From an optimization exercise on the open Yosys and OpenROAD flow, aimed at small area and a short achievable clock period; shortcuts taken in it are not production practice. Where RTL was checked, it was by simulation tests only, not by an equivalence proof against the original. For runs 3 and 4, only the layout was checked, not whether the RTL still works. Power figures rest on the tool's default switching activity, not on a simulated workload.

$ cat design.v
module contador(clock, clear, out);
input clear, clock;
output [1:0] out;
reg [1:0] out;
always @(posedge clock) begin
	if(!clear) 
        out <= out + 1'b1;
	else out  <= 2'b00;
end
endmodule
module register(in, enable, clk, out);
input [15:0] in;
input enable, clk;
output [15:0] out;
reg [15:0] out;
always @(posedge clk) begin
	if(enable)
		out <= in;
end
endmodule
module decodificador(in, out);
input [2:0] in;
output [7:0] out;
reg [7:0] out;
always @(in) begin
    out = 8'b00000000;
    out[7 - in] = 1'b1; 
end
endmodule
module sinal(in, controle, out);
input [15:0] in;
input controle;
output reg [15:0] out;
always @(in or controle) begin
	if(controle)
		out = - in;
	else
		out = in;
end
endmodule
module ula(in_a, in_b, op_select, out);
    input [15:0] in_a, in_b;     
    input op_select;   
    output reg [15:0] out; 
    always @(*) begin
        case (op_select)
            1'b1: out = in_a + in_b;    
            1'b0: out = ~(in_a & in_b); 
        endcase
    end
endmodule 
module extensor(inn, out);
input [15:0]  inn;
output [15:0] out;
reg [15:0] out;
always @(inn) begin
	if(inn[9] == 1)
		out = {6'b111111, inn[9:0]};
	else
		out = {6'b000000, inn[9:0]};
end
endmodule
module mult(
	imediat, 
	r0,
	r1,
	r2,
	r3,
	r4,
	r5,
	r6,
	r7,
	r,
	imediat_select, 
	reg_select,
	r_select,
	bus);
input [15:0] imediat, r0, r1, r2, r3, r4, r5, r6, r7, r;
input imediat_select, r_select;
input [7:0] reg_select;
output [15:0] bus;
reg [15:0] bus;
 always @(*) begin
 	if(imediat_select == 1)begin
 		bus = imediat;
 	end
 	else if(r_select == 1)begin
 		bus = r;
 	end
 	else if(reg_select == 8'b10000000)begin
 		bus = r0;
 	end 
 	else if(reg_select == 8'b01000000)begin
 		bus = r1;
 	end 
 	else if(reg_select == 8'b00100000)begin
 		bus = r2;
 	end 
 	else if(reg_select == 8'b00010000)begin
 		bus = r3;
 	end 
 	else if(reg_select == 8'b00001000)begin
 		bus = r4;
 	end 
 	else if(reg_select == 8'b00000100)begin
 		bus = r5;
 	end 
 	else if(reg_select == 8'b00000010)begin
 		bus = r6;
 	end 
 	else if(reg_select == 8'b00000001)begin
 		bus = r7;
 	end
 	else bus = 16'b0000000000000000; 
 end
endmodule
module unidade_controle
(
clk,
in, 
resetn,
cont,
reg_select,
r_select,
immediate_select,
r0_enable, 
r1_enable,
r2_enable,
r3_enable,
r4_enable,
r5_enable,
r6_enable,
r7_enable,
a_enable,
r_enable,
opSelect,
clear,
negativo
);
input clk;
input [8:0] in;
input [1:0] cont;
input resetn;
output reg r_select, immediate_select;
output reg [7:0] reg_select;
output reg r0_enable, r1_enable, r2_enable, r3_enable, r4_enable, r5_enable, r6_enable, r7_enable, a_enable, r_enable, clear;
output reg opSelect, negativo;
reg [2:0] opcode;
reg [2:0] register1, register2;
reg [1:0] status;
reg negar;
wire [7:0] outRegister1, outRegister2, outEnableRegister;
decodificador d1(register1, outRegister1);
decodificador d2(register2, outRegister2);
decodificador d3(register1, outEnableRegister);
always @(*) begin
	opcode = {in[8], in[7], in[6]};
	register1 = {in[5], in[4], in[3]};
	register2 = {in[2], in[1], in[0]};
	clear = !resetn;
end
always @(posedge clk) begin
	if(!resetn) begin
		opSelect <= 1;
		status <= 2'b00;
		negar <= 0;
	end
	else if(cont == 2'b00) begin
		if(opcode == 3'b111) begin
				opSelect <= 1;  
				status <= 2'b01;
				negar <= 0;
		end
		else if(opcode == 3'b101) begin
				opSelect <= 1;  
				status <= 2'b11;
				negar <= 0;
		end
		else if(opcode == 3'b000) begin
			opSelect <= 1; 
			status <= 2'b00;
			negar <= 0;
		end 
		else if(opcode == 3'b001) begin
				opSelect <= 1; 
				status <= 2'b00;
				negar <= 1;
		end
		else if(opcode == 3'b010) begin
				opSelect <= 0;  
				status <= 2'b00;
				negar <= 0;
		end
		else if(opcode == 3'b100) begin
				opSelect <= 1;  
				status <= 2'b01;
				negar <= 0;
		end
	end
end
always @(*) begin
	r_select = 0;
	immediate_select = 0;
	reg_select = 8'b00000000;
	a_enable = 0;
	r_enable = 0;
	negativo = 0;
	r0_enable = 0;
	r1_enable = 0;
	r2_enable = 0;
	r3_enable = 0;
	r4_enable = 0;
	r5_enable = 0;
	r6_enable = 0;
	r7_enable = 0;
	case (cont)
			2'b00:begin 
			end
			2'b01:begin 
				a_enable = 1;
				if(status == 2'b00)
					reg_select = outRegister1;
			end
			2'b10:begin 
				r_enable = 1;
				if(status != 2'b11)
					reg_select = outRegister2;
				else
					immediate_select = 1;
				negativo = negar;
			end
			2'b11:begin 
				r_select = 1;
				r0_enable = outEnableRegister[7] & resetn;
				r1_enable = outEnableRegister[6] & resetn;
				r2_enable = outEnableRegister[5] & resetn;
				r3_enable = outEnableRegister[4] & resetn;
				r4_enable = outEnableRegister[3] & resetn;
				r5_enable = outEnableRegister[2] & resetn;
				r6_enable = outEnableRegister[1] & resetn;
				r7_enable = outEnableRegister[0] & resetn;
			end
		endcase
end
endmodule
module processador(clk, iin, resetn, outProcessador);
input clk, resetn;
input [15:0] iin;
output reg [15:0] outProcessador;
wire [15:0] imediat;
wire [1:0] cont;
reg [8:0] iin9;
wire immediate_select, r_select;
wire [7:0] reg_select;
wire r0_enable, r1_enable, r2_enable, r3_enable, r4_enable, r5_enable, r6_enable, r7_enable, a_enable, r_enable;
wire opSelect, clear, negativo;
wire [15:0] bus1, bus;
wire [15:0] out;
wire [15:0] r0, r1, r2, r3, r4, r5, r6, r7, r, a;
always @(*) begin 
	outProcessador = bus1;
end
always @(*) begin
	iin9 = {iin[15], iin[14],iin[13], iin[12], iin[11], iin[10],iin[9], iin[8], iin[7]};
end
sinal c2(bus1, negativo, bus);
extensor ext (iin, imediat);
contador contad(clk, clear, cont);
unidade_controle uc(
clk,
iin9, 
resetn,
cont,
reg_select, 
r_select,
immediate_select,
r0_enable, 
r1_enable,
r2_enable,
r3_enable,
r4_enable,
r5_enable,
r6_enable,
r7_enable,
a_enable,
r_enable,
opSelect,
clear, 
negativo
);
mult m(
	imediat, 
	r0,
	r1,
	r2,
	r3,
	r4,
	r5,
	r6,
	r7,
	r,
	immediate_select, 
	reg_select,
	r_select,
	bus1);
ula u(a, bus, opSelect, out);
register Rr0(bus,r0_enable, clk, r0);
register Rr1(bus,r1_enable, clk, r1);
register Rr2(bus,r2_enable, clk, r2);
register Rr3(bus,r3_enable, clk, r3);
register Rr4(bus,r4_enable, clk, r4);
register Rr5(bus,r5_enable, clk, r5);
register Rr6(bus,r6_enable, clk, r6);
register Rr7(bus,r7_enable, clk, r7);
register Rr(out,r_enable, clk, r);
register Ra(bus,a_enable, clk, a);
endmodule
$ cat constraint.sdc
create_clock -name core_clock -period 7.0 [get_ports {clk}]
set_input_delay 1.4000 -clock core_clock [delete_from_list [all_inputs] [get_ports {clk}]]
set_output_delay 1.4000 -clock core_clock [all_outputs]
set_load 0.01 [all_outputs]
$ cat config.mk
export PLATFORM = sky130hd
export DESIGN_NAME = processador
export DESIGN_NICKNAME = processador
export VERILOG_FILES = /design/flow/design.v
export SDC_FILE = /design/flow/constraint.sdc
export NUM_CORES = 4
export LEC_CHECK = 0
export CAP_MARGIN = 20
export CORE_MARGIN = 2
export CORE_UTILIZATION = 40
export PLACE_DENSITY = 0.6
export SLEW_MARGIN = 20
$ cat run.sh
#!/bin/bash
# synth_recipe.tcl (not shown) runs the flow's synth.tcl, then flattens the netlist and writes it again
# the make line also repeats each setting of config.mk as NAME=value (left out here)
make -C /OpenROAD-flow-scripts/flow DESIGN_CONFIG=/design/flow/config.mk WORK_HOME=/design/flow/orfs CLKGATE_MAP_FILE= SYNTH_SCRIPT=/design/flow/synth_recipe.tcl finish
==> qor.yml, run 1 <==
status:
  status: "complete, no violations"
yosys:
  syn_area_per_cell_um2: 12.76
  seq_area_frac_synth_pct: 59.01
  syn_inst: 654
  synth_top_area_share_pct: 57.57
  synth_warnings: 9
  synth_area_um2: 8346
  synth_area_leaders: "edfxtp_1, ha_1, nand2_1"
  ys_types: 85
  synth_top_area_cell: "edfxtp_1"
  synth_edf_count: 160
  syn_nets: 708
  synthFlopType: "edfxtp_1"
  synth_seq_cells: 166
  ys_async_sr_fraction_pct: 0
sta:
  fin_setup_tns_ns: 0
  fmax_ghz: 0.1483
  worst_pin_slew_ns: 1.066
  timing.hold.ws_ns: 0.4965
  finalCritPeriodShare_pct: 96.33
  hold_viol_final: 0
  setup_viol: 0
  slew_headroom_pct: 28.85
  fin_skew_ns: 0.01391
  drv_slew: 0
  fin_crit_ns: 6.743
global_routing:
  grt_use_total_pct: 21.20
  first_global_vias: 6258
  overflow: 0
  grt_first_pass_wirelength_um: 35180
  grt_antenna_before_repair: 0
  grt_max_degree: 33
cells_and_area:
  area_delta_synth_final_pct: 29.97
  layout_commonest_cell: "edfxtp_1"
  drive_above_1_share_pct: 30.15
  final_util_pct: 53.26
  nets: 890
  n_antenna_cell: 0
  fin_cells: 1119
  final_cell_mix: "edfxtp_1, buf_4, nand2_1"
clock_tree:
  cts-root-buf: "clkbuf_16"
  cts_htree_levels: 4
  tritoncts: "yes"
  clk_pin_slew_ns: 0.07
  cts-buffers-inserted: 17
  clockBufferDepth: 2
  clock_latency_ns: 0.44
  cts.sinks: 166
  ctsHoldBuffers: 0
place:
  portBuffers: 33
  place_inst: 1080
  gp_congestion: 0.9160
  hpwl_um: 16720
critical_path:
  critPathLaunch: "iin[10]"
  crit_arrival_ns: 5.34
  worstPathRequired_ns: 5.60
  endpoint_kind: "output port"
  critical_path_class: "in2out"
  cp-start-kind: "input pin"
  rrSetupSlack_ns: 1.18
  regToRegStartpoint: "contad.out[1]$_SDFF_PN0_"
  cp_max_fo: 12
detailed_routing:
  vias: 6206
  viasPerCell: 5.546
  detail_route.wl_per_cell_um: 20.29
  post-route-drc-count: 0
  drt_wl_total_um: 22700
  drtAntennaViolNets: 0
  drtIter0Drc: 490
  drt-pass1-iter-count: 5
floorplan:
  ioPinCount: 34
  dieArea_um2: 22030
  num_rows: 52
  die-height_um: 148.4
  coreArea_um2: 20360
  dieWidth_um: 148.4
  start_util_pct: 40.98
job:
  drv_cap: 0
worst_hold_path:
  hp-start: "contad.out[0]$_SDFF_PN0_"
  hp-class: "reg2reg"
pwr:
  ir_drop_uv: 205.8
  power_leakage_nw: 4.158
  p_per_area_nw_per_um2: 260.5
## cell usage after synthesis, types with 3 or more instances
library cell / n
a221o_1: 5
buf_6: 3
nand2b_1: 7
dfxtp_1: 6
o22ai_1: 7
nand4_1: 4
edfxtp_1: 160
o21ai_0: 36
a221oi_1: 24
ha_1: 35
and3_1: 4
or4_4: 5
a21oi_1: 25
nor4_1: 5
a21oi_2: 3
nand2_1: 62
or2_2: 4
and2_1: 6
a31oi_1: 6
inv_1: 20
nor4_2: 3
a21o_1: 8
a211oi_2: 3
or3_1: 4
nor3_1: 20
buf_2: 8
xor2_1: 7
o311ai_1: 4
xnor2_1: 19
nor3b_1: 4
or2_1: 3
o211ai_1: 7
nand3_1: 3
clkbuf_1: 10
nor2_1: 33
a22oi_1: 16
nor2b_1: 5
buf_1: 3
a22o_1: 8
## cell type report
| cell class | instances | area (um2) |
|---|---|---|
| repair buffers | 189 | 1505 |
| inverters | 20 | 75.07 |
| clock buffers | 18 | 429.2 |
| well taps | 270 | 337.8 |
| clock inverters | 14 | 202.7 |
| multi-input cells | 442 | 3372 |
| flip-flops and latches | 166 | 4925 |
| fillers | 1705 | 9518 |
## stage by stage
step                      power (mW)  setup WS (ns)  cell area, um2
after floorplan                1.516        0.04116            8357
after global routing           2.940       -0.01668           10850
after detailed placement       1.809        -0.4650           10040
after CTS                      2.803      0.0002078           10680
after global placement         1.791        -0.3639           10040
final                          2.826         0.2571           10850
## path summary, 6_finish.rpt
path | to | cells after the start
max | outProcessador[6] | 15
min | contad.out[0]$_SDFF_PN0_ | 1
max reg2reg | Rr.out[13]$_DFFE_PN_ | 28
min reg2reg | contad.out[0]$_SDFF_PN0_ | 1
## report_power, final
| part | leakage [nW] | switching (mW) | internal, mW |
|---|---|---|---|
| combinational | 2.32 | 0.341 | 0.310 |
| clock | 0.307 | 0.421 | 0.579 |
| sequential | 1.53 | 0.0145 | 1.16 |
## critical path, cell delays in order
cell,delay (ns)
clkdlybuf4s50_1,0.42
ha_1,0.21
ha_2,0.39
inv_1,0.07
or4_4,0.55
a211oi_2,0.32
buf_4,0.17
buf_4,0.19
a22oi_1,0.11
o311ai_1,0.28
a221o_1,0.27
a21oi_2,0.09
buf_4,0.15
inv_1,0.11
clkdlybuf4s50_1,0.59
## cell families (layout without fill, tap and decap cells)
| logic type | count (synthesis) | in the layout | synth area share (%) |
|---|---|---|---|
| buffers and inverters | 46 | 241 | 2.549 |
| XOR/XNOR | 26 | 26 | 2.729 |
| adder cells (fa/ha/maj) | 36 | 36 | 5.487 |
| multiplexers | 2 | 2 | 0.2399 |
| AND/OR/NAND/NOR | 193 | 193 | 13.10 |
| AO/OA/AOI/OAI | 185 | 185 | 16.88 |
| flip-flops | 166 | 166 | 59.01 |
## timing repair
action | CTS | global route
buffers inserted | 0 | 7
gates resized for setup | 1 | 24
pin swaps | 0 | 12
endpoints found under the hold margin | 0 | 0
endpoints found under the setup margin | 1 | 6
## routing by layer
layer / vias up / track usage (%) / routed length (um)
met5: - / 0 / 0
met3: 28 / 3.067 / 1124
met4: 0 / 6.857 / 387
met2: 197 / 35.49 / 11200
li1: 2936 / - / -
met1: 3045 / 28.60 / 9982
==> run 2: changes to the inputs <==
--- a/design.v
+++ b/design.v
@@ -246,72 +246,59 @@
 module processador(clk, iin, resetn, outProcessador);
 input clk, resetn;
 input [15:0] iin;
-output reg [15:0] outProcessador;
-wire [15:0] imediat;
-wire [1:0] cont;
-reg [8:0] iin9;
-wire immediate_select, r_select;
-wire [7:0] reg_select;
-wire r0_enable, r1_enable, r2_enable, r3_enable, r4_enable, r5_enable, r6_enable, r7_enable, a_enable, r_enable;
-wire opSelect, clear, negativo;
-wire [15:0] bus1, bus;
-wire [15:0] out;
-wire [15:0] r0, r1, r2, r3, r4, r5, r6, r7, r, a;
-always @(*) begin 
-	outProcessador = bus1;
+output [15:0] outProcessador;
+reg [1:0] cont;
+reg [2:0] hop;           
+reg [7:0] sel;           
+reg [15:0] X, Y;
+wire [2:0] op = iin[15:13];
+wire [2:0] rx = iin[12:10];
+wire [2:0] ry = iin[9:7];
+wire c0 = (cont == 2'd0);
+wire c2 = (cont == 2'd2);
+wire c3 = (cont == 2'd3);
+always @(posedge clk) begin
+	if (!resetn) cont <= 2'd0;
+	else cont <= cont + 2'd1;
 end
+always @(posedge clk) begin
+	if (!resetn) hop <= 3'b000;
+	else if (c0 && op != 3'b011 && op != 3'b110) hop <= op;
+end
+wire [7:0] rx_oh = 8'd1 << rx;
+wire [7:0] ry_oh = 8'd1 << ry;
+always @(posedge clk)
+	sel <= c0 ? ry_oh : rx_oh;
+wire [7:0] rsel = c0 ? rx_oh : sel;
+wire [15:0] rq [0:7];
+genvar g;
+generate for (g = 0; g < 8; g = g + 1) begin : R
+	reg [15:0] q;
+	always @(posedge clk)
+		if (c3 && resetn && sel[g]) q <= X;
+	assign rq[g] = q;
+end endgenerate
+wire [15:0] rd = ({16{rsel[0]}} & rq[0]) | ({16{rsel[1]}} & rq[1]) |
+                 ({16{rsel[2]}} & rq[2]) | ({16{rsel[3]}} & rq[3]) |
+                 ({16{rsel[4]}} & rq[4]) | ({16{rsel[5]}} & rq[5]) |
+                 ({16{rsel[6]}} & rq[6]) | ({16{rsel[7]}} & rq[7]);
+wire is_sub = (hop == 3'b001);
+wire is_nan = (hop == 3'b010);
+wire is_ldi = (hop == 3'b101);
+wire is_mov = hop[2] & ~is_ldi;       
+wire pass_y = cont[0] | is_mov;
+wire [15:0] imm = {{6{iin[9]}}, iin[9:0]};
+wire [15:0] sum = X + (Y ^ {16{is_sub}}) + {15'd0, is_sub};
+reg [15:0] alu;
 always @(*) begin
-	iin9 = {iin[15], iin[14],iin[13], iin[12], iin[11], iin[10],iin[9], iin[8], iin[7]};
+	if (pass_y) alu = Y;
+	else if (is_ldi) alu = imm;
+	else if (is_nan) alu = ~(X & Y);
+	else alu = sum;
+end
+always @(posedge clk) begin
+	Y <= rd;
+	X <= alu;
 end
-sinal c2(bus1, negativo, bus);
-extensor ext (iin, imediat);
-contador contad(clk, clear, cont);
-unidade_controle uc(
-clk,
-iin9, 
-resetn,
-cont,
-reg_select, 
-r_select,
-immediate_select,
-r0_enable, 
-r1_enable,
-r2_enable,
-r3_enable,
-r4_enable,
-r5_enable,
-r6_enable,
-r7_enable,
-a_enable,
-r_enable,
-opSelect,
-clear, 
-negativo
-);
-mult m(
-	imediat, 
-	r0,
-	r1,
-	r2,
-	r3,
-	r4,
-	r5,
-	r6,
-	r7,
-	r,
-	immediate_select, 
-	reg_select,
-	r_select,
-	bus1);
-ula u(a, bus, opSelect, out);
-register Rr0(bus,r0_enable, clk, r0);
-register Rr1(bus,r1_enable, clk, r1);
-register Rr2(bus,r2_enable, clk, r2);
-register Rr3(bus,r3_enable, clk, r3);
-register Rr4(bus,r4_enable, clk, r4);
-register Rr5(bus,r5_enable, clk, r5);
-register Rr6(bus,r6_enable, clk, r6);
-register Rr7(bus,r7_enable, clk, r7);
-register Rr(out,r_enable, clk, r);
-register Ra(bus,a_enable, clk, a);
+assign outProcessador = X;
 endmodule
==> run 2 against run 1 <==
Largest power group unchanged. Critical endpoint is now X[14]$_DFF_P_. Clock skew shrank 0.0056 ns. Synthesized area shrank 12%. Power increased by 21%. Largest cell class unchanged. Sequential cell count grew 7. Die area is 12% lower.
==> qor.yml, run 2 <==
yosys:
  syn_inst: 567  # was 654
  synth_edf_count: 128  # was 160
  synthFlopType: "edfxtp_1"  # unchanged
  synth_area_um2: 7321  # was 8346 um2
  syn_area_per_cell_um2: 12.91  # was 12.76 um2
  syn_nets: 605  # was 708
  ys_async_sr_fraction_pct: 0  # unchanged
  synth_warnings: 1  # was 9
  synth_area_leaders: "edfxtp_1, dfxtp_1, a22oi_1"  # was edfxtp_1, ha_1, nand2_1
  seq_area_frac_synth_pct: 64.81  # was 59.01%
  synth_seq_cells: 173  # was 166
  ys_types: 57  # was 85
  synth_top_area_share_pct: 52.50  # was 57.57%
  synth_most_common_cell: "edfxtp_1"  # unchanged
  synth_common_cells: "edfxtp_1, a22oi_1, nand2_1"  # was edfxtp_1, nand2_1, o21ai_0
  synth_top_area_cell: "edfxtp_1"  # unchanged
cells_and_area:
  nets: 644  # was 890
  fin_cells: 848  # was 1,119
  layout_commonest_cell: "edfxtp_1"  # unchanged
  area_delta_synth_final_pct: 16.37  # was 29.97%
  drive_above_1_share_pct: 7.916  # was 30.15%
  final_cell_mix: "edfxtp_1, a22oi_1, nand2_1"  # was edfxtp_1, buf_4, nand2_1
  reg_top3: "R.q: 128 flops, X: 16 flops, Y: 16 flops"
  n_antenna_cell: 0  # unchanged
  largest_reg_flops: 128
  top_register: "R.q"
critical_path:
  cp-start-kind: "register"  # was input pin
  r2r_end: "X[14]$_DFF_P_"  # was Rr.out[13]$_DFFE_PN_
  rrSetupSlack_ns: 3.55  # was 1.18 ns
  critical_path_class: "reg2reg"  # was in2out
  r2r_cells: 9  # was 28
  cp_max_fo: 17  # was 12
  crit_arrival_ns: 3.82  # was 5.34 ns
  regToRegStartpoint: "hop[0]$_SDFFE_PN0P_"  # was contad.out[1]$_SDFF_PN0_
  endpoint_kind: "register"  # was output port
  worstPathRequired_ns: 7.37  # was 5.60 ns
sta:
  worst_slack_ns: 3.550  # was 0.2571 ns
  drv_slew: 0  # unchanged
  fmax_ghz: 0.2898  # was 0.1483 GHz
  fin_crit_ns: 3.450  # was 6.743 ns
  setup_viol: 0  # unchanged
  finalCritPeriodShare_pct: 49.29  # was 96.33%
  fin_skew_ns: 0.008287  # was 0.01391 ns
  rsz0062_at_grt: "no"
  fin_setup_tns_ns: 0  # unchanged
  worst_pin_slew_ns: 1.128  # was 1.066 ns
  hold_viol_final: 0  # unchanged
  slew_headroom_pct: 24.70  # was 28.85%
clock_tree:
  ctsHoldBuffers: 0  # unchanged
  post_cts_resized: 0  # was 1
  cts_htree_levels: 4  # unchanged
  clockBufferDepth: 2  # unchanged
  cts-root-buf: "clkbuf_16"  # unchanged
  tritoncts: "yes"  # unchanged
  clock_latency_ns: 0.43  # was 0.44 ns
  cts.sinks: 173  # was 166
  cts-buffers-inserted: 17  # unchanged
  cts_setup_buffers: 0  # unchanged
  clk_pin_slew_ns: 0.07  # about the same
global_routing:
  grt_use_total_pct: 19.74  # was 21.20%
  grt_first_pass_wirelength_um: 28480  # was 35,180 um
  grt_antenna_before_repair: 0  # unchanged
  grtUsageMet2_pct: 31.35  # was 35.49%
  first_global_vias: 4967  # was 6,258
  use_met1_pct: 26.29  # was 28.60%
  overflow: 0  # unchanged
  met3_usage_pct: 5.093  # was 3.067%
  grt_max_degree: 18  # was 33
  busiest_layer: "met2"  # unchanged
pwr:
  ir_drop_uv: 192.2  # was 205.8 uV
  finalPower_mw: 3.406  # was 2.826 mW
  p_per_area_nw_per_um2: 399.8  # was 260.5 nW/um2
  power_leakage_nw: 3.003  # was 4.158 nW
worst_hold_path:
  hp-start: "R[2].q[15]$_DFFE_PP_"  # was contad.out[0]$_SDFF_PN0_
  whs_path_depth: 2  # was 1
  worstHoldEndpoint: "Y[15]$_DFF_P_"  # was contad.out[0]$_SDFF_PN0_
  hp-class: "reg2reg"  # unchanged
place:
  portBuffers: 33  # unchanged
  place_inst: 816  # was 1,080
  gp_congestion: 0.8861  # was 0.9160
  hpwl_um: 11980  # was 16,720 um
  place_worst_setup_slack_ns: 3.517  # was -0.4650 ns
detailed_routing:
  post-route-drc-count: 0  # unchanged
  drt-pass1-iter-count: 5  # unchanged
  drtAntennaViolNets: 0  # unchanged
  drt_wl_total_um: 18740  # was 22,700 um
  viasPerCell: 5.919  # was 5.546
  detail_route.wl_per_cell_um: 22.10  # was 20.29 um
  vias: 5019  # was 6,206
  drtIter0Drc: 370  # was 490
status:
  status: "complete, no violations"  # unchanged
floorplan:
  num_rows: 49  # was 52
  coreArea_um2: 17960  # was 20,360 um2
  dieArea_um2: 19400  # was 22,030 um2
  ioPinCount: 34  # unchanged
  start_util_pct: 40.75  # was 40.98%
  die-height_um: 139.3  # was 148.4 um
  dieWidth_um: 139.3  # was 148.4 um
job:
  drv_cap: 0  # unchanged
## run 2: cells by family after synthesis
logic type | count (synthesis) | synth area share (%)
muxes | 4 | 0.6152
and+or+nand+nor | 146 | 10.44
buffers and inverters | 28 | 1.555
adders and majority gates | 20 | 3.521
DFF | 173 | 64.81
AOI/OAI and AO/OA | 171 | 16.07
xor gates and xnor gates | 25 | 2.991
## run 2: through the flow
stage               util [%]  area [um2]  hold WS [ns]
finish                 47.43        8519        0.4820
global route           47.43        8519        0.4984
CTS                    47.43        8519        0.4861
detailed placement     44.08        7918        0.4732
global placement       44.08        7918        0.4589
floorplan                  -        7321        0.4444
## run 2: area by class of cell
type	count	area, um2
fill	1568	9444
sequential	173	4745
inverter	8	30.03
multi-input combinational	366	2474
clock inverter	11	131.4
clock buffer	21	470.5
tap	229	286.5
timing repair buffer	40	382.9
## run 2: layer usage
layer	share of wire [%]	vias to the layer above
li1	-	2311
met1	42	2480
met2	48	200
met3	7.7	28
met4	2.3	0
met5	0	-
## run 2: critical path: stages (launching register included)
cell     delay (ns)
dfxtp_1        0.45
nor3b_4        0.96
xor2_1         0.23
fa_1           0.47
a21o_1         0.19
a21o_1         0.21
a31oi_1        0.28
o21ai_0        0.19
a311o_1        0.34
nand3_1        0.07
## run 2: worst max path at each step
stage / cells past startpoint / end / startpoint / slack [ns]
after global placement: 9 / X[14]$_DFF_P_ / hop[0]$_SDFFE_PN0P_ / 3.59
after global routing: 9 / X[11]$_DFF_P_ / hop[0]$_SDFFE_PN0P_ / 3.34
final: 9 / X[14]$_DFF_P_ / hop[0]$_SDFFE_PN0P_ / 3.55
after detailed placement: 9 / X[14]$_DFF_P_ / hop[0]$_SDFFE_PN0P_ / 3.52
after CTS: 9 / X[14]$_DFF_P_ / hop[0]$_SDFFE_PN0P_ / 3.52
after floorplan: 12 / X[15]$_DFF_P_ / hop[0]$_SDFFE_PN0P_ / 4.04
## run 2: where the power goes
part           leakage, nW  switching [mW]  internal (mW)
Clock                0.297           0.398          0.559
Combinational         1.18           0.518          0.423
Sequential            1.53           0.215           1.29
==> run 3: changes to the inputs <==
--- a/design.v
+++ b/design.v
@@ -282,18 +282,25 @@
                  ({16{rsel[2]}} & rq[2]) | ({16{rsel[3]}} & rq[3]) |
                  ({16{rsel[4]}} & rq[4]) | ({16{rsel[5]}} & rq[5]) |
                  ({16{rsel[6]}} & rq[6]) | ({16{rsel[7]}} & rq[7]);
-wire is_sub = (hop == 3'b001);
-wire is_nan = (hop == 3'b010);
-wire is_ldi = (hop == 3'b101);
-wire is_mov = hop[2] & ~is_ldi;       
-wire pass_y = cont[0] | is_mov;
+wire h_sub = (hop == 3'b001);
+wire h_nan = (hop == 3'b010);
+wire h_ldi = (hop == 3'b101);
+wire h_mov = hop[2] & ~h_ldi;       
+wire go = (cont == 2'd1);
+reg k_sub, k_nan, k_ldi, k_pass;
+always @(posedge clk) begin
+	k_sub  <= go & h_sub;
+	k_nan  <= go & h_nan;
+	k_ldi  <= go & h_ldi;
+	k_pass <= ~go | h_mov;
+end
 wire [15:0] imm = {{6{iin[9]}}, iin[9:0]};
-wire [15:0] sum = X + (Y ^ {16{is_sub}}) + {15'd0, is_sub};
+wire [15:0] sum = X + (Y ^ {16{k_sub}}) + {15'd0, k_sub};
 reg [15:0] alu;
 always @(*) begin
-	if (pass_y) alu = Y;
-	else if (is_ldi) alu = imm;
-	else if (is_nan) alu = ~(X & Y);
+	if (k_pass) alu = Y;
+	else if (k_ldi) alu = imm;
+	else if (k_nan) alu = ~(X & Y);
 	else alu = sum;
 end
 always @(posedge clk) begin
--- a/config.mk
+++ b/config.mk
@@ -5,8 +5,10 @@
 export SDC_FILE = /design/flow/constraint.sdc
 export NUM_CORES = 4
 export LEC_CHECK = 0
+export ABC_CLOCK_PERIOD_IN_PS = 2500
 export CAP_MARGIN = 20
 export CORE_MARGIN = 2
 export CORE_UTILIZATION = 40
 export PLACE_DENSITY = 0.6
+export SETUP_SLACK_MARGIN = 4.5
 export SLEW_MARGIN = 20
==> run 3 against run 2 <==
Clock power down 2.2%. Global-route usage down 0.28 points. Hold slack worse by 0.014 ns. Via count down 2.5%. Sequential share of layout area down 1.6 points. Sequential cell count up 4. Count of clock-buffer cells in the layout down 3. Synthesized cell count down 2.1%. Utilization up 2.4 points. Clock skew up 0.0019 ns. Maximum frequency up 39%. Critical path type is now in2reg. Largest cell class unchanged.
==> qor.yml, run 3 <==
status:
  status: "complete, no violations"  # unchanged
yosys:
  synthFlopType: "edfxtp_1"  # unchanged
  ys_types: 58  # was 57
  synth_most_common_cell: "edfxtp_1"  # unchanged
  synth_common_cells: "edfxtp_1, dfxtp_1, a22oi_1"  # was edfxtp_1, a22oi_1, nand2_1
  syn_nets: 593  # was 605
  synth_edf_count: 128  # unchanged
  synth_area_leaders: "edfxtp_1, dfxtp_1, a22oi_1"  # unchanged
  seq_area_frac_synth_pct: 64.75  # was 64.81%
  synth_top_area_cell: "edfxtp_1"  # unchanged
  synth_warnings: 1  # unchanged
  syn_inst: 555  # was 567
  synth_seq_cells: 177  # was 173
  synth_top_area_share_pct: 51.59  # was 52.50%
  ys_async_sr_fraction_pct: 0  # unchanged
  synth_area_um2: 7451  # was 7321 um2
  syn_area_per_cell_um2: 13.43  # was 12.91 um2
sta:
  drv_slew: 0  # unchanged
  slew_headroom_pct: 58.23  # was 24.70%
  setup_viol: 0  # unchanged
  rsz0062_at_grt: "yes"  # was no
  fin_skew_ns: 0.01023  # was 0.008287 ns
  worst_pin_slew_ns: 0.6252  # was 1.128 ns
  fin_setup_tns_ns: 0  # unchanged
  hold_viol_final: 0  # unchanged
  fmax_ghz: 0.4034  # was 0.2898 GHz
  fin_crit_ns: 2.479  # was 3.450 ns
  finalCritPeriodShare_pct: 35.41  # was 49.29%
global_routing:
  grt_first_pass_wirelength_um: 28150  # was 28,480 um
  grt_antenna_before_repair: 0  # unchanged
  first_global_vias: 4762  # was 4,967
  grt_max_degree: 36  # was 18
  overflow: 0  # unchanged
  grt_use_total_pct: 19.46  # was 19.74%
critical_path:
  critical_path_class: "in2reg"  # was reg2reg
  worstPathRequired_ns: 7.27  # was 7.37 ns
  endpoint_kind: "register"  # unchanged
  cp_max_fo: 16  # was 17
  cp-start-kind: "input pin"  # was register
  crit_arrival_ns: 2.75  # was 3.82 ns
detailed_routing:
  drtAntennaViolNets: 0  # unchanged
  drt-pass1-iter-count: 5  # unchanged
  drt_wl_total_um: 18650  # was 18,740 um
  drtIter0Drc: 415  # was 370
  vias: 4894  # was 5,019
  viasPerCell: 5.724  # was 5.919
  detail_route.wl_per_cell_um: 21.81  # was 22.10 um
  post-route-drc-count: 0  # unchanged
place:
  hpwl_um: 10750  # was 11,980 um
  gp_congestion: 0.8514  # was 0.8861
  portBuffers: 33  # unchanged
  place_inst: 793  # was 816
cells_and_area:
  drive_above_1_share_pct: 22.84  # was 7.916%
  nets: 651  # was 644
  area_delta_synth_final_pct: 21.41  # was 16.37%
  largest_reg_flops: 128  # unchanged
  n_antenna_cell: 0  # unchanged
  top_register: "R.q"  # unchanged
  final_util_pct: 49.85  # was 47.43%
  fin_cells: 855  # was 848
  final_cell_mix: "edfxtp_1, dfxtp_1, a22oi_1"  # was edfxtp_1, a22oi_1, nand2_1
  reg_top3: "R.q: 128 flops, X: 16 flops, Y: 16 flops"  # unchanged
  seq_area_um2: 4890  # was 4745 um2
  layout_commonest_cell: "edfxtp_1"  # unchanged
  multi_input_area_um2: 2619  # was 2474 um2
  fill_cells: 1552  # was 1,568
clock_tree:
  clock_latency_ns: 0.43  # about the same
  clockBufferDepth: 2  # unchanged
  tritoncts: "yes"  # unchanged
  cts-root-buf: "clkbuf_16"  # unchanged
  ctsHoldBuffers: 0  # unchanged
  cts-buffers-inserted: 17  # unchanged
  clk_pin_slew_ns: 0.07  # about the same
  cts_htree_levels: 4  # unchanged
  cts.sinks: 177  # was 173
floorplan:
  num_rows: 49  # unchanged
  coreArea_um2: 18150  # was 17,960 um2
  dieArea_um2: 19730  # was 19,400 um2
  start_util_pct: 41.06  # was 40.75%
  die-height_um: 140.5  # was 139.3 um
  dieWidth_um: 140.5  # was 139.3 um
  ioPinCount: 34  # unchanged
pwr:
  p_per_area_nw_per_um2: 349.5  # was 399.8 nW/um2
  power_leakage_nw: 3.229  # was 3.003 nW
  ir_drop_uv: 195.3  # was 192.2 uV
job:
  drv_cap: 0  # unchanged
worst_hold_path:
  hp-class: "reg2reg"  # unchanged
-- run 3: cell count changes after synthesis, moves of 10 or more --
cell | previous run | this run
a22oi_1 | 64 | 32
nand2_1 | 47 | 29
nand3_1 | 7 | 25
nand4_1 | 19 | 2
a22o_1 | 2 | 18
a221oi_1 | 0 | 13
o21ai_0 | 20 | 10
-- run 3: kinds of logic (layout without fill, tap and decap cells) --
group,after synthesis,in the layout,share of synthesized area [%]
buf+inv,43,112,2.720
fa+ha+maj,20,20,3.459
simple gates,111,111,7.640
flops,177,177,64.75
compound gates,164,164,16.34
xor+xnor,29,29,3.409
mux,11,13,1.679
-- run 3: cell type report --
cell class | instances | share of cell area (%)
clock inverters | 14 | 1.715
multi-input cells | 337 | 28.95
flip-flops and latches | 177 | 54.05
well taps | 229 | 3.167
clock buffers | 18 | 4.744
repair buffers | 69 | 6.916
inverters | 11 | 0.4564
-- run 3: critical path, cell delays in order --
cell and delay (ns):
clkdlybuf4s18_2 0.31, nand3b_1 0.19, mux2i_2 0.10, buf_6 0.21
a22o_1 0.20, a221oi_2 0.17, nand3_1 0.18
-- run 3: repair_timing --
action / 4_1_cts / 5_1_grt
buffers inserted: 15 / 13
resized for setup: 92 / 25
pin swaps: 0 / 2
cloned: 1 / 1
endpoints found under the setup margin: 173 / 155
-- run 3: power by group --
| part | total (mW) | internal [mW] | switching (mW) | leakage, nW |
|---|---|---|---|---|
| Sequential | 1.37 | 1.28 | 0.0920 | 1.57 |
| Clock | 0.936 | 0.530 | 0.406 | 0.270 |
| Combinational | 0.851 | 0.367 | 0.484 | 1.39 |
-- run 3: metal layers --
layer  global-route usage [%]  up-vias  part of all wire, %
met5                        0        -                    0
met3                    4.205       24                  4.3
met2                    30.78      115                   47
met4                    6.526        0                  2.1
li1                         -     2289                    -
met1                    26.86     2466                   46
-- run 3: final timing paths --
check,start,endpoint,slack [ns],cells after the start
max,iin[12],Y[4]$_DFF_P_,4.52,7
min,R[0].q[6]$_DFFE_PP_,Y[6]$_DFF_P_,0.47,2
max reg2reg,X[0]$_DFF_P_,X[12]$_DFF_P_,4.65,9
min reg2reg,R[0].q[6]$_DFFE_PP_,Y[6]$_DFF_P_,0.47,2
-- run 3: per-stage QoR --
stage	area [um2]	hold slack, ns	power (mW)	worst slack, ns
after floorplan	7582	0.4401	1.898	4.372
after global placement	8059	0.4511	2.135	3.572
after detailed placement	8059	0.4592	2.149	3.555
after CTS	8860	0.4771	3.138	4.386
after global routing	9046	0.4935	3.321	4.459
final	9046	0.4683	3.161	4.521
==> run 4: changes to the inputs <==
==> config.mk (replaced) <==
export PLATFORM = sky130hd
export DESIGN_NAME = processador
export DESIGN_NICKNAME = processador
export VERILOG_FILES = /design/flow/design.v
export SDC_FILE = /design/flow/constraint.sdc
export NUM_CORES = 4
export LEC_CHECK = 0
export ABC_CLOCK_PERIOD_IN_PS = 2000
export CAP_MARGIN = 20
export CORE_MARGIN = 2
export CORE_UTILIZATION = 60
export PLACE_DENSITY = 0.75
export SETUP_SLACK_MARGIN = 4.6
export SLEW_MARGIN = 20
==> run 4 against run 3 <==
Utilization increased by 26 points. Routed wire length increased by 4.8%. Register-to-register slack got worse by 0.09 ns. Non-clock buffer count increased by 12. First-iteration DRC count increased by 27%. Via count increased by 7.0%. Synthesized cell count unchanged. Synthesized area unchanged. Die area decreased by 32%. Clock power increased by 4.5%. Critical path depth increased by 2. Final area increased by 1.7%. Critical path type is now reg2reg. Critical endpoint is now X[14]$_DFF_P_. Largest power group unchanged. Highest routed layer unchanged.
==> qor.yml, run 4 <==
pwr:
  power_leakage_nw: 3.321  # was 3.229 nW
  finalPower_mw: 3.245  # was 3.161 mW
  ir_drop_uv: 227.7  # was 195.3 uV
  p_per_area_nw_per_um2: 352.9  # was 349.5 nW/um2
place:
  place_inst: 728  # was 793
  hpwl_um: 10590  # was 10,750 um
  portBuffers: 33  # unchanged
  gp_congestion: 0.8678  # was 0.8514
  placed_area_um2: 7990  # was 8059 um2
detailed_routing:
  post-route-drc-count: 0  # unchanged
  vias: 5236  # was 4,894
  detail_route.wl_per_cell_um: 24.25  # was 21.81 um
  drtAntennaViolNets: 0  # unchanged
  viasPerCell: 6.496  # was 5.724
  drtIter0Drc: 527  # was 415
  drt-pass1-iter-count: 5  # unchanged
  drt_wl_total_um: 19550  # was 18,650 um
cells_and_area:
  final_cell_mix: "edfxtp_1, buf_4, a22oi_1"  # was edfxtp_1, dfxtp_1, a22oi_1
  largest_reg_flops: 128  # unchanged
  nets: 663  # was 651
  reg_top3: "R.q: 128 flops, X: 16 flops, Y: 16 flops"  # unchanged
  fin_cells: 806  # was 855
  top_register: "R.q"  # unchanged
  area_delta_synth_final_pct: 23.43  # was 21.41%
  layout_commonest_cell: "edfxtp_1"  # unchanged
  fill_cells: 722  # was 1,552
  n_antenna_cell: 0  # unchanged
  drive_above_1_share_pct: 25.86  # was 22.84%
  final_area_um2: 9196  # was 9046 um2
sta:
  worst_pin_slew_ns: 1.010  # was 0.6252 ns
  fin_skew_ns: 0.007688  # was 0.01023 ns
  hold_viol_final: 0  # unchanged
  fin_crit_ns: 2.443  # was 2.479 ns
  rsz0062_at_grt: "yes"  # unchanged
  timing.hold.ws_ns: 0.4792  # was 0.4683 ns
  drv_slew: 0  # unchanged
  finalCritPeriodShare_pct: 34.90  # was 35.41%
  fin_setup_tns_ns: 0  # unchanged
  setup_viol: 0  # unchanged
  slew_headroom_pct: 32.64  # was 58.23%
  fmax_ghz: 0.4094  # was 0.4034 GHz
yosys:
  seq_area_frac_synth_pct: 64.75  # unchanged
  synth_top_area_share_pct: 51.59  # unchanged
  synth_warnings: 1  # unchanged
  syn_inst: 555  # unchanged
  ys_types: 58  # unchanged
  synth_common_cells: "edfxtp_1, dfxtp_1, a22oi_1"  # unchanged
  synth_seq_cells: 177  # unchanged
  synth_most_common_cell: "edfxtp_1"  # unchanged
  synthFlopType: "edfxtp_1"  # unchanged
  synth_edf_count: 128  # unchanged
  ys_async_sr_fraction_pct: 0  # unchanged
  synth_top_area_cell: "edfxtp_1"  # unchanged
  syn_area_per_cell_um2: 13.43  # unchanged
  synth_area_leaders: "edfxtp_1, dfxtp_1, a22oi_1"  # unchanged
  synth_area_um2: 7451  # unchanged
  syn_nets: 593  # unchanged
global_routing:
  first_global_vias: 5136  # was 4,762
  grt_antenna_before_repair: 1  # was 0
  grt_use_total_pct: 30.94  # was 19.46%
  grt_first_pass_wirelength_um: 29480  # was 28,150 um
  overflow: 0  # unchanged
  grt_max_degree: 36  # unchanged
floorplan:
  num_rows: 40  # was 49
  dieArea_um2: 13330  # was 19,730 um2
  start_util_pct: 61.77  # was 41.06%
  ioPinCount: 34  # unchanged
  dieWidth_um: 115.4  # was 140.5 um
  coreArea_um2: 12060  # was 18,150 um2
  die-height_um: 115.4  # was 140.5 um
critical_path:
  cpMaxStageDelayCell: "ha_1"  # was clkdlybuf4s18_2
  crit_arrival_ns: 2.75  # about the same
  cp_max_fo: 8  # was 16
  cp.depth: 9  # was 7
  critical_path_class: "reg2reg"  # was in2reg
  path_delay_family: "compound AO/OA/AOI/OAI gates"  # was buffers and inverters
  critPathMostFrequentCell: "a21oi_1"
  critPathMaxStageDelay_ns: 0.39  # was 0.31 ns
  endpoint_kind: "register"  # unchanged
  cp-start-kind: "register"  # was input pin
  path_buf_inv: 1  # was 2
  worstPathRequired_ns: 7.31  # was 7.27 ns
  r2r_cells: 9  # unchanged
  crit_chain: "buf_4 -> xor2_1 -> ha_1 -> a21o_1 -> a211oi_1 -> o2bb2ai_1 -> a21oi_1 -> xnor2_1 -> a21oi_1"  # was clkdlybuf4s18_2 -> nand3b_1 -> mux2i_2 -> buf_6 -> a22o_1 -> a221oi_2 -> nand3_1
job:
  drv_cap: 0  # unchanged
status:
  status: "complete, no violations"  # unchanged
worst_hold_path:
  hp-class: "reg2reg"  # unchanged
  whs_path_depth: 2  # unchanged
clock_tree:
  cts-root-buf: "clkbuf_16"  # unchanged
  clock_latency_ns: 0.43  # about the same
  cts_htree_levels: 4  # unchanged
  ctsHoldBuffers: 0  # unchanged
  tritoncts: "yes"  # unchanged
  cts-buffers-inserted: 17  # unchanged
  cts.sinks: 177  # unchanged
  clk_pin_slew_ns: 0.06  # was 0.07 ns
  clockBufferDepth: 2  # unchanged
==> run 4: cell counts after synthesis <==
No cell type changed its count.
==> run 4: path summary, 6_finish.rpt <==
path                             from  slack [ns]            end
setup / recovery        k_sub$_DFF_P_        4.56  X[14]$_DFF_P_
hold / removal    R[0].q[2]$_DFFE_PP_        0.48   Y[2]$_DFF_P_
setup reg to reg        k_sub$_DFF_P_        4.56  X[14]$_DFF_P_
hold reg to reg   R[0].q[2]$_DFFE_PP_        0.48   Y[2]$_DFF_P_
==> run 4: stage by stage <==
step | worst slack (ns) | utilization (%)
floorplan | 4.372 | -
global placement | 3.610 | 66.24
detailed placement | 3.524 | 66.24
CTS | 4.583 | 75.86
global route | 4.438 | 76.24
finish | 4.557 | 76.24
==> run 4: power by group <==
group	internal, mW	switching (mW)
registers	1.28	0.0749
logic	0.376	0.535
clock network	0.567	0.411
==> run 4: kinds of logic (layout without fill, tap and decap cells) <==
kind of cell,after synthesis,after routing,share of synthesized area [%]
and+or+nand+nor,111,111,7.640
muxes,11,13,1.679
DFF,177,177,64.75
buffers and inverters,43,124,2.720
xor gates and xnor gates,29,29,3.409
adders and majority gates,20,20,3.459
AOI/OAI and AO/OA,164,164,16.34
==> run 4: area by class of cell <==
cell class                      count  area [um2]  share of cell area [%]
Tap cell                          168       210.2                   2.286
Inverter                           11       41.29                  0.4490
Multi-Input combinational cell    337        2669                   29.02
Timing Repair Buffer               81       777.0                   8.449
Sequential cell                   177        4890                   53.17
Clock buffer                       18       429.2                   4.667
Clock inverter                     14       180.2                   1.959
==> run 4: repair_timing <==
item,in CTS,in global routing
setup buffers,38,6
pin swaps,8,4
cloned,2,0
setup endpoints to repair,174,20
resized for setup,130,13
==> run 4: routing by layer <==
layer,share of wire (%),vias to the layer above,global-route usage (%),wire (um)
li1,-,2306,-,-
met1,41,2628,41.71,7919
met2,49,274,50.84,9656
met3,8.3,28,5.492,1622
met4,1.8,0,11.49,346
met5,0,-,0,0
==> run 4: worst min-delay path: stages, from the launching register on <==
cell	delay (ns)
edfxtp_1	0.34
a221oi_2	0.06
nand3_1	0.05
==> run 5: changes to the inputs <==
--- a/design.v
+++ b/design.v
@@ -255,15 +255,15 @@
 wire [2:0] rx = iin[12:10];
 wire [2:0] ry = iin[9:7];
 wire c0 = (cont == 2'd0);
-wire c2 = (cont == 2'd2);
 wire c3 = (cont == 2'd3);
+wire rep = (op == 3'b011) || (op == 3'b110);
 always @(posedge clk) begin
 	if (!resetn) cont <= 2'd0;
 	else cont <= cont + 2'd1;
 end
 always @(posedge clk) begin
 	if (!resetn) hop <= 3'b000;
-	else if (c0 && op != 3'b011 && op != 3'b110) hop <= op;
+	else if (c0 && !rep) hop <= op;
 end
 wire [7:0] rx_oh = 8'd1 << rx;
 wire [7:0] ry_oh = 8'd1 << ry;
@@ -287,21 +287,22 @@
 wire h_ldi = (hop == 3'b101);
 wire h_mov = hop[2] & ~h_ldi;       
 wire go = (cont == 2'd1);
-reg k_sub, k_nan, k_ldi, k_pass;
+reg k_inv, k_sub, k_nan, k_ldi, k_pass;
 always @(posedge clk) begin
+	k_inv  <= c0 & (rep ? h_sub : (op == 3'b001));
 	k_sub  <= go & h_sub;
 	k_nan  <= go & h_nan;
 	k_ldi  <= go & h_ldi;
 	k_pass <= ~go | h_mov;
 end
 wire [15:0] imm = {{6{iin[9]}}, iin[9:0]};
-wire [15:0] sum = X + (Y ^ {16{k_sub}}) + {15'd0, k_sub};
+wire [15:0] sum = X + Y;
 reg [15:0] alu;
 always @(*) begin
-	if (k_pass) alu = Y;
+	if (k_pass) alu = Y ^ {16{k_inv}};
 	else if (k_ldi) alu = imm;
 	else if (k_nan) alu = ~(X & Y);
-	else alu = sum;
+	else alu = sum ^ {16{k_sub}};
 end
 always @(posedge clk) begin
 	Y <= rd;
==> config.mk (replaced) <==
export PLATFORM = sky130hd
export DESIGN_NAME = processador
export DESIGN_NICKNAME = processador
export VERILOG_FILES = /design/flow/design.v
export SDC_FILE = /design/flow/constraint.sdc
export NUM_CORES = 4
export LEC_CHECK = 0
export ABC_CLOCK_PERIOD_IN_PS = 2500
export CAP_MARGIN = 20
export CORE_MARGIN = 2
export CORE_UTILIZATION = 40
export PLACE_DENSITY = 0.6
export SETUP_SLACK_MARGIN = 4.6
export SLEW_MARGIN = 20
==> run 5 against run 4 <==
Global-route usage shrank 10 points. Register-to-register slack better by 0.15 ns. First-iteration DRC count fell by 22%. Critical endpoint is now outProcessador[5]. Largest power group unchanged.
==> qor.yml, run 5 <==
detailed_routing:
  detail_route.wl_per_cell_um: 22.48  # was 24.25 um
  drt-pass1-iter-count: 5  # unchanged
  drtIter0Drc: 409  # was 527
  vias: 4928  # was 5,236
  viasPerCell: 5.764  # was 6.496
  post-route-drc-count: 0  # unchanged
  drt_wl_total_um: 19220  # was 19,550 um
  drtAntennaViolNets: 0  # unchanged
sta:
  hold_viol_final: 0  # unchanged
  fmax_ghz: 0.4264  # was 0.4094 GHz
  drv_slew: 0  # unchanged
  finalCritPeriodShare_pct: 33.50  # was 34.90%
  fin_skew_ns: 0.009624  # was 0.007688 ns
  fin_crit_ns: 2.345  # was 2.443 ns
  timing.hold.ws_ns: 0.4753  # was 0.4792 ns
  rsz0062_at_grt: "no"  # was yes
  worst_pin_slew_ns: 1.114  # was 1.010 ns
  fin_setup_tns_ns: 0  # unchanged
  slew_headroom_pct: 25.72  # was 32.64%
  setup_viol: 0  # unchanged
yosys:
  synth_top_area_share_pct: 51.44  # was 51.59%
  synth_most_common_cell: "edfxtp_1"  # unchanged
  syn_inst: 552  # was 555
  ys_async_sr_fraction_pct: 0  # unchanged
  seq_area_frac_synth_pct: 64.84  # was 64.75%
  syn_area_per_cell_um2: 13.54  # was 13.43 um2
  syn_nets: 590  # was 593
  synth_top_area_cell: "edfxtp_1"  # unchanged
  synth_area_leaders: "edfxtp_1, dfxtp_1, a22oi_1"  # unchanged
  synth_common_cells: "edfxtp_1, dfxtp_1, a22oi_1"  # unchanged
  synth_edf_count: 128  # unchanged
  synth_warnings: 1  # unchanged
  synth_seq_cells: 178  # was 177
  synth_area_um2: 7472  # was 7451 um2
  ys_types: 54  # was 58
  synthFlopType: "edfxtp_1"  # unchanged
pwr:
  p_sw_share_pct: 30.82  # was 31.46%
  p_per_area_nw_per_um2: 359.6  # was 352.9 nW/um2
  ir_drop_uv: 195.5  # was 227.7 uV
  p_comb_share_pct: 27.8  # was 28.1%
  clkPwrFrac_pct: 29.7  # was 30.1%
  power_switching_mw: 1.014  # was 1.021 mW
  sequentialPowerShare_pct: 42.5  # was 41.8%
  power_leakage_nw: 3.270  # was 3.321 nW
  p_int_mw: 2.275  # was 2.224 mW
cells_and_area:
  area_delta_synth_final_pct: 22.37  # was 23.43%
  reg_top3: "R.q: 128 flops, X: 16 flops, Y: 16 flops"  # unchanged
  largest_reg_flops: 128  # unchanged
  drive_above_1_share_pct: 24.12  # was 25.86%
  nets: 651  # was 663
  n_antenna_cell: 0  # unchanged
  layout_commonest_cell: "edfxtp_1"  # unchanged
  final_cell_mix: "edfxtp_1, dfxtp_1, a22oi_1"  # was edfxtp_1, buf_4, a22oi_1
  top_register: "R.q"  # unchanged
critical_path:
  r2r_cells: 8  # was 9
  path_delay_family: "flip-flops"  # was compound AO/OA/AOI/OAI gates
  crit_chain: "buf_4"  # was buf_4 -> xor2_1 -> ha_1 -> a21o_1 -> a211oi_1 -> o2bb2ai_1 -> a21oi_1 -> xnor2_1 -> a21oi_1
  cp-start-kind: "register"  # unchanged
  path_buf_inv: 1  # unchanged
  cpMaxStageDelayCell: "dfxtp_4"  # was ha_1
  cp_max_fo: 6  # was 8
  critical_path_class: "reg2out"  # was reg2reg
  critPathMaxStageDelay_ns: 0.37  # was 0.39 ns
  endpoint_kind: "output port"  # was register
  rrSetupSlack_ns: 4.71  # was 4.56 ns
  crit_arrival_ns: 0.95  # was 2.75 ns
  worstPathRequired_ns: 5.60  # was 7.31 ns
  cp.depth: 1  # was 9
clock_tree:
  cts-buffers-inserted: 17  # unchanged
  clockBufferDepth: 2  # unchanged
  cts-root-buf: "clkbuf_16"  # unchanged
  clk_pin_slew_ns: 0.06  # about the same
  cts.sinks: 178  # was 177
  tritoncts: "yes"  # unchanged
  clock_latency_ns: 0.43  # about the same
  cts_htree_levels: 4  # unchanged
floorplan:
  dieArea_um2: 19790  # was 13,330 um2
  die-height_um: 140.7  # was 115.4 um
  start_util_pct: 41.17  # was 61.77%
  coreArea_um2: 18150  # was 12,060 um2
  ioPinCount: 34  # unchanged
  dieWidth_um: 140.7  # was 115.4 um
  num_rows: 49  # was 40
place:
  portBuffers: 33  # unchanged
  gp_congestion: 0.8455  # was 0.8678
  hpwl_um: 11340  # was 10,590 um
worst_hold_path:
  hp-class: "reg2reg"  # unchanged
  whs_path_depth: 1  # was 2
global_routing:
  first_global_vias: 4986  # was 5,136
  grt_first_pass_wirelength_um: 30030  # was 29,480 um
  grt_antenna_before_repair: 0  # was 1
  overflow: 0  # unchanged
  grt_max_degree: 37  # was 36
  grt_use_total_pct: 20.52  # was 30.94%
status:
  status: "complete, no violations"  # unchanged
job:
  drv_cap: 0  # unchanged
run 5: changes by cell type in the layout (fill, tap and decap cells not counted), sizes merged, moves of 6 or more:
cell	previous run	this run
a311oi	10	0
a211oi	4	14
xnor2	9	21
nand2	29	21
a21oi	32	26
buf	66	55
run 5: metrics by stage:
step,power [mW],cell area [um2],utilization (%),std cells,setup WS [ns]
floorplan,1.955,7726,-,552,4.443
global placement,2.204,8179,45.07,790,3.641
detailed placement,2.227,8194,45.15,791,3.584
CTS,3.270,9119,50.25,852,4.539
global route,3.454,9144,50.39,855,4.608
finish,3.288,9144,50.39,855,4.655
run 5: area by class of cell:
cell class | instances | area (um2)
inverter | 10 | 37.54
timing repair buffer | 70 | 573.1
sequential | 178 | 4905
clock buffer | 18 | 429.2
clock inverter | 14 | 173.9
fill | 1552 | 9004
tap | 229 | 286.5
multi-input combinational | 336 | 2739
run 5: cell families (layout without fill, tap and decap cells):
family | count (synthesis) | after routing | share of synthesized area (%)
buffers and inverters | 39 | 112 | 2.160
adder cells (fa/ha/maj) | 20 | 20 | 3.449
AND/OR/NAND/NOR | 102 | 102 | 7.251
XOR/XNOR | 44 | 44 | 5.157
flip-flops | 178 | 178 | 64.84
multiplexers | 9 | 10 | 1.256
AO/OA/AOI/OAI | 160 | 160 | 15.89
run 5: worst paths after layout:
kind                      start                  to
max                X[5]$_DFF_P_   outProcessador[5]
min          cont[0]$_SDFF_PN0_  cont[0]$_SDFF_PN0_
max reg2reg        Y[0]$_DFF_P_       X[14]$_DFF_P_
min reg2reg  cont[0]$_SDFF_PN0_  cont[0]$_SDFF_PN0_
run 5: per-layer routing:
| metal | up-vias | share of wire [%] | GRT usage (%) |
|---|---|---|---|
| li1 | 2284 | - | - |
| met1 | 2458 | 45 | 29.33 |
| met2 | 164 | 47 | 31.81 |
| met3 | 22 | 6.8 | 4.993 |
| met4 | 0 | 1.4 | 4.895 |
| met5 | - | 0 | 0 |
run 5: repair_timing:
action	CTS	global route
pin swaps	4	2
cloned	1	0
setup buffers	28	3
endpoints found under the setup margin	167	23
resized for setup	127	11
hold buffers	0	0
run 5: power by group through the flow:
stage / logic (mW) / registers [mW] / clock network (mW)
3_5_place_dp: 0.753 / 1.47 / 0
3_3_place_gp: 0.738 / 1.47 / 0
2_1_floorplan: 0.542 / 1.41 / 0
6_report: 0.915 / 1.40 / 0.976
5_1_grt: 1.02 / 1.41 / 1.03
4_1_cts: 0.885 / 1.40 / 0.986
==> run 6: changes to the inputs <==
--- a/config.mk
+++ b/config.mk
@@ -12,3 +12,4 @@
 export PLACE_DENSITY = 0.6
 export SETUP_SLACK_MARGIN = 4.6
 export SLEW_MARGIN = 20
+export TNS_END_PERCENT = 10
==> run 6 against run 5 <==
Power is 3.3% lower. Worst setup slack worse by 0.17 ns. First-iteration DRC count is 13% lower. Die area stayed put. Synthesized cell count stayed put. Via count is 0.79% lower. Critical path depth is 6 higher. Sequential share of layout area is 0.57 points higher. Largest cell class unchanged. Largest power group unchanged. Highest routed layer unchanged.
==> qor.yml, run 6 <==
critical_path:
  rrSetupSlack_ns: 4.54  # was 4.71 ns
  cp-start-kind: "input pin"  # was register
  r2r_end: "X[14]$_DFF_P_"  # unchanged
  endpoint_kind: "register"  # was output port
  regToRegStartpoint: "Y[0]$_DFF_P_"  # unchanged
  r2r_cells: 8  # unchanged
  cp_max_fo: 16  # was 6
  crit_arrival_ns: 2.80  # was 0.95 ns
  worstPathRequired_ns: 7.29  # was 5.60 ns
  critical_path_class: "in2reg"  # was reg2out
clock_tree:
  ctsHoldBuffers: 0  # unchanged
  cts-root-buf: "clkbuf_16"  # unchanged
  cts-buffers-inserted: 17  # unchanged
  clockBufferDepth: 2  # unchanged
  cts_htree_levels: 4  # unchanged
  clk_pin_slew_ns: 0.07  # was 0.06 ns
  tritoncts: "yes"  # unchanged
  cts.sinks: 178  # unchanged
  clock_latency_ns: 0.43  # about the same
yosys:
  seq_area_frac_synth_pct: 64.84  # unchanged
  synth_common_cells: "edfxtp_1, dfxtp_1, a22oi_1"  # unchanged
  synth_adder_area_share_pct: 3.449  # unchanged
  synth_area_leaders: "edfxtp_1, dfxtp_1, a22oi_1"  # unchanged
  ys_async_sr_fraction_pct: 0  # unchanged
  syn_nets: 590  # unchanged
  synth_compound_area_share_pct: 15.89  # unchanged
  synth_area_um2: 7472  # unchanged
  synth_top_area_share_pct: 51.44  # unchanged
  synthFlopType: "edfxtp_1"  # unchanged
  synth_top_family_by_area: "compound AO/OA/AOI/OAI gates"  # unchanged
  synth_warnings: 1  # unchanged
  syn_area_per_cell_um2: 13.54  # unchanged
  synth_seq_cells: 178  # unchanged
  synth_most_common_cell: "edfxtp_1"  # unchanged
  syn_inst: 552  # unchanged
  synth_top_area_cell: "edfxtp_1"  # unchanged
  synth_edf_count: 128  # unchanged
  ys_types: 54  # unchanged
  synth_mux_area_share_pct: 1.256  # unchanged
  synth-xor-area-share_pct: 5.157  # unchanged
  synthSimpleGateAreaFrac_pct: 7.251  # unchanged
detailed_routing:
  drt-pass1-iter-count: 7  # was 5
  drt_wl_total_um: 18800  # was 19,220 um
  drtIter0Drc: 356  # was 409
  viasPerCell: 5.725  # was 5.764
  drtAntennaViolNets: 0  # unchanged
  wl_met2_um: 9025  # was 9019 um
  met1Wirelength_um: 8580  # was 8621 um
  post-route-drc-count: 0  # unchanged
  wl_met3_um: 954  # was 1307 um
  highest_layer: "met4"  # unchanged
  vias: 4889  # was 4,928
  detail_route.wl_per_cell_um: 22.01  # was 22.48 um
cells_and_area:
  drive_above_1_share_pct: 21.60  # was 24.12%
  multi_input_area_um2: 2649  # was 2739 um2
  n_antenna_cell: 0  # unchanged
  seq_area_um2: 4905  # unchanged
  largest_reg_flops: 128  # unchanged
  reg_top3: "R.q: 128 flops, X: 16 flops, Y: 16 flops"  # unchanged
  area_delta_synth_final_pct: 21.08  # was 22.37%
  fill_cells: 1530  # was 1,552
  fin_cells: 854  # was 855
  top_register: "R.q"  # unchanged
  layout_commonest_cell: "edfxtp_1"  # unchanged
  final_cell_mix: "edfxtp_1, a22oi_1, dfxtp_1"  # was edfxtp_1, dfxtp_1, a22oi_1
  nets: 650  # was 651
sta:
  fin_setup_tns_ns: 0  # unchanged
  fin_skew_ns: 0.005711  # was 0.009624 ns
  hold_viol_final: 0  # unchanged
  setup_viol: 0  # unchanged
  fin_crit_ns: 2.512  # was 2.345 ns
  worst_slack_ns: 4.488  # was 4.655 ns
  fmax_ghz: 0.3981  # was 0.4264 GHz
  worst_pin_slew_ns: 0.7718  # was 1.114 ns
  rsz0062_at_grt: "yes"  # was no
  drv_slew: 0  # unchanged
  slew_headroom_pct: 48.44  # was 25.72%
  finalCritPeriodShare_pct: 35.89  # was 33.50%
worst_hold_path:
  whs_path_depth: 1  # unchanged
  hp-class: "reg2reg"  # unchanged
  hp-start: "hop[1]$_SDFFE_PN0P_"  # was cont[0]$_SDFF_PN0_
  worstHoldEndpoint: "k_nan$_DFF_P_"  # was cont[0]$_SDFF_PN0_
floorplan:
  die-height_um: 140.7  # unchanged
  num_rows: 49  # unchanged
  coreArea_um2: 18150  # unchanged
  start_util_pct: 41.17  # unchanged
  dieWidth_um: 140.7  # unchanged
  dieArea_um2: 19790  # unchanged
  ioPinCount: 34  # unchanged
pwr:
  p_per_area_nw_per_um2: 351.4  # was 359.6 nW/um2
  p_int_mw: 2.161  # was 2.275 mW
  clkPwrFrac_pct: 28.5  # was 29.7%
  power_leakage_nw: 3.237  # was 3.270 nW
  p_comb_share_pct: 27.7  # was 27.8%
  power_switching_mw: 1.019  # was 1.014 mW
  ir_drop_uv: 181.4  # was 195.5 uV
  sequentialPowerShare_pct: 43.8  # was 42.5%
  finalPower_mw: 3.179  # was 3.288 mW
  p_sw_share_pct: 32.04  # was 30.82%
place:
  hpwl_um: 10940  # was 11,340 um
  place_worst_setup_slack_ns: 3.558  # was 3.584 ns
  portBuffers: 33  # unchanged
  gp_congestion: 0.8120  # was 0.8455
  place_inst: 791  # unchanged
global_routing:
  overflow: 0  # unchanged
  grt_max_degree: 37  # unchanged
  first_global_vias: 4839  # was 4,986
  grt_first_pass_wirelength_um: 28640  # was 30,030 um
  grt_use_total_pct: 19.76  # was 20.52%
  grt_antenna_before_repair: 0  # unchanged
job:
  drv_cap: 0  # unchanged
status:
  status: "complete, no violations"  # unchanged
-- run 6: cell type report --
class	count	area share, %
Multi-Input combinational cell	336	29.28
Tap cell	229	3.167
Sequential cell	178	54.21
Timing Repair Buffer	69	6.652
Clock inverter	15	1.577
Clock buffer	17	4.702
Inverter	10	0.4149
-- run 6: worst max path at each step --
stage               startpoint              endpoint  slack, ns  cells after the start
floorplan               iin[9]         X[13]$_DFF_P_       4.44                      5
global placement        resetn  R[0].q[11]$_DFFE_PP_       3.58                      2
detailed placement      resetn  R[0].q[11]$_DFFE_PP_       3.56                      2
CTS                     iin[9]         X[11]$_DFF_P_       4.50                      6
global route           iin[11]          Y[3]$_DFF_P_       4.40                      7
finish                 iin[11]          Y[3]$_DFF_P_       4.49                      7
-- run 6: what timing repair did --
item,in CTS,in global routing
setup endpoints to repair,167,25
endpoints found under the hold margin,0,0
buffers inserted,29,1
cloned,1,0
pin swaps,5,1
gates resized for setup,120,8
-- run 6: cell families (layout without fill, tap and decap cells) --
group	Yosys count	in the layout
AO/OA/AOI/OAI	160	160
XOR/XNOR	44	44
adder cells (fa/ha/maj)	20	20
buffers and inverters	39	111
flip-flops	178	178
multiplexers	9	10
AND/OR/NAND/NOR	102	102
-- run 6: per-layer routing --
| layer | vias to the layer above | global-route usage, % |
|---|---|---|
| li1 | 2287 | - |
| met1 | 2451 | 27.48 |
| met2 | 135 | 31.86 |
| met3 | 16 | 3.872 |
| met4 | 0 | 5.421 |
| met5 | - | 0 |
-- run 6: worst max-delay path, stage by stage --
cell             delay [ns]
clkdlybuf4s15_2        0.29
nand3b_1               0.20
mux2i_4                0.10
buf_12                 0.18
a22o_1                 0.23
a221oi_1               0.26
nand3_1                0.14
-- run 6: through the flow --
stage,hold WS (ns),util (%),cell area [um2]
after floorplan,0.4401,-,7642
after global placement,0.4562,44.65,8103
after detailed placement,0.4631,44.65,8103
after CTS,0.4818,49.82,9041
after global routing,0.4965,49.86,9047
final,0.4810,49.86,9047
-- run 6: power groups by stage --
stage	Sequential (mW)	Clock (mW)	Combinational [mW]
final	1.39	0.906	0.881
after global routing	1.40	0.960	0.965
after CTS	1.39	0.919	0.872
after detailed placement	1.47	0	0.743
after global placement	1.46	0	0.736
after floorplan	1.41	0	0.536

==> port drivers added, routing unchanged <==
How much do the figures lean on ideal ports? The routed layouts below were timed once more, with nothing changed but the port constraints. Step 1, drivers: a clkbuf_16 drives clk and a buf_2 each remaining input, both assumed. Step 2 times the ports against the registers' clock, not the clock port: input delays grow and output delays shrink by t, the midpoint of the rising clock arrivals with the driver on. Three values: ideal ports, drivers, drivers and shift; two values: the first two.
run	shift t [ns]	slack for setup (ns)	hold slack, ns
run 1	0.479	0.257 / 0.235 / -0.169	0.496 / 0.496 / 0.496
run 2	0.468	3.550 / 3.550 / 3.550	0.482 / 0.482 / 0.482
run 3	0.466	4.521 / 4.488 / 4.076	0.468 / 0.468 / 0.468
run 4	0.471	4.557 / 4.557 / 4.183	0.479 / 0.479 / 0.479
run 5	0.469	4.655 / 4.610 / 4.232	0.475 / 0.475 / 0.475
run 6	0.472	4.488 / 4.483 / 4.026	0.481 / 0.481 / 0.481
Met with ideal ports but missed after step 2: setup timing in run 1. For run 6, which loses most, drivers alone change the setup slack by -0.005 ns; drivers and shift together by -0.462 ns.
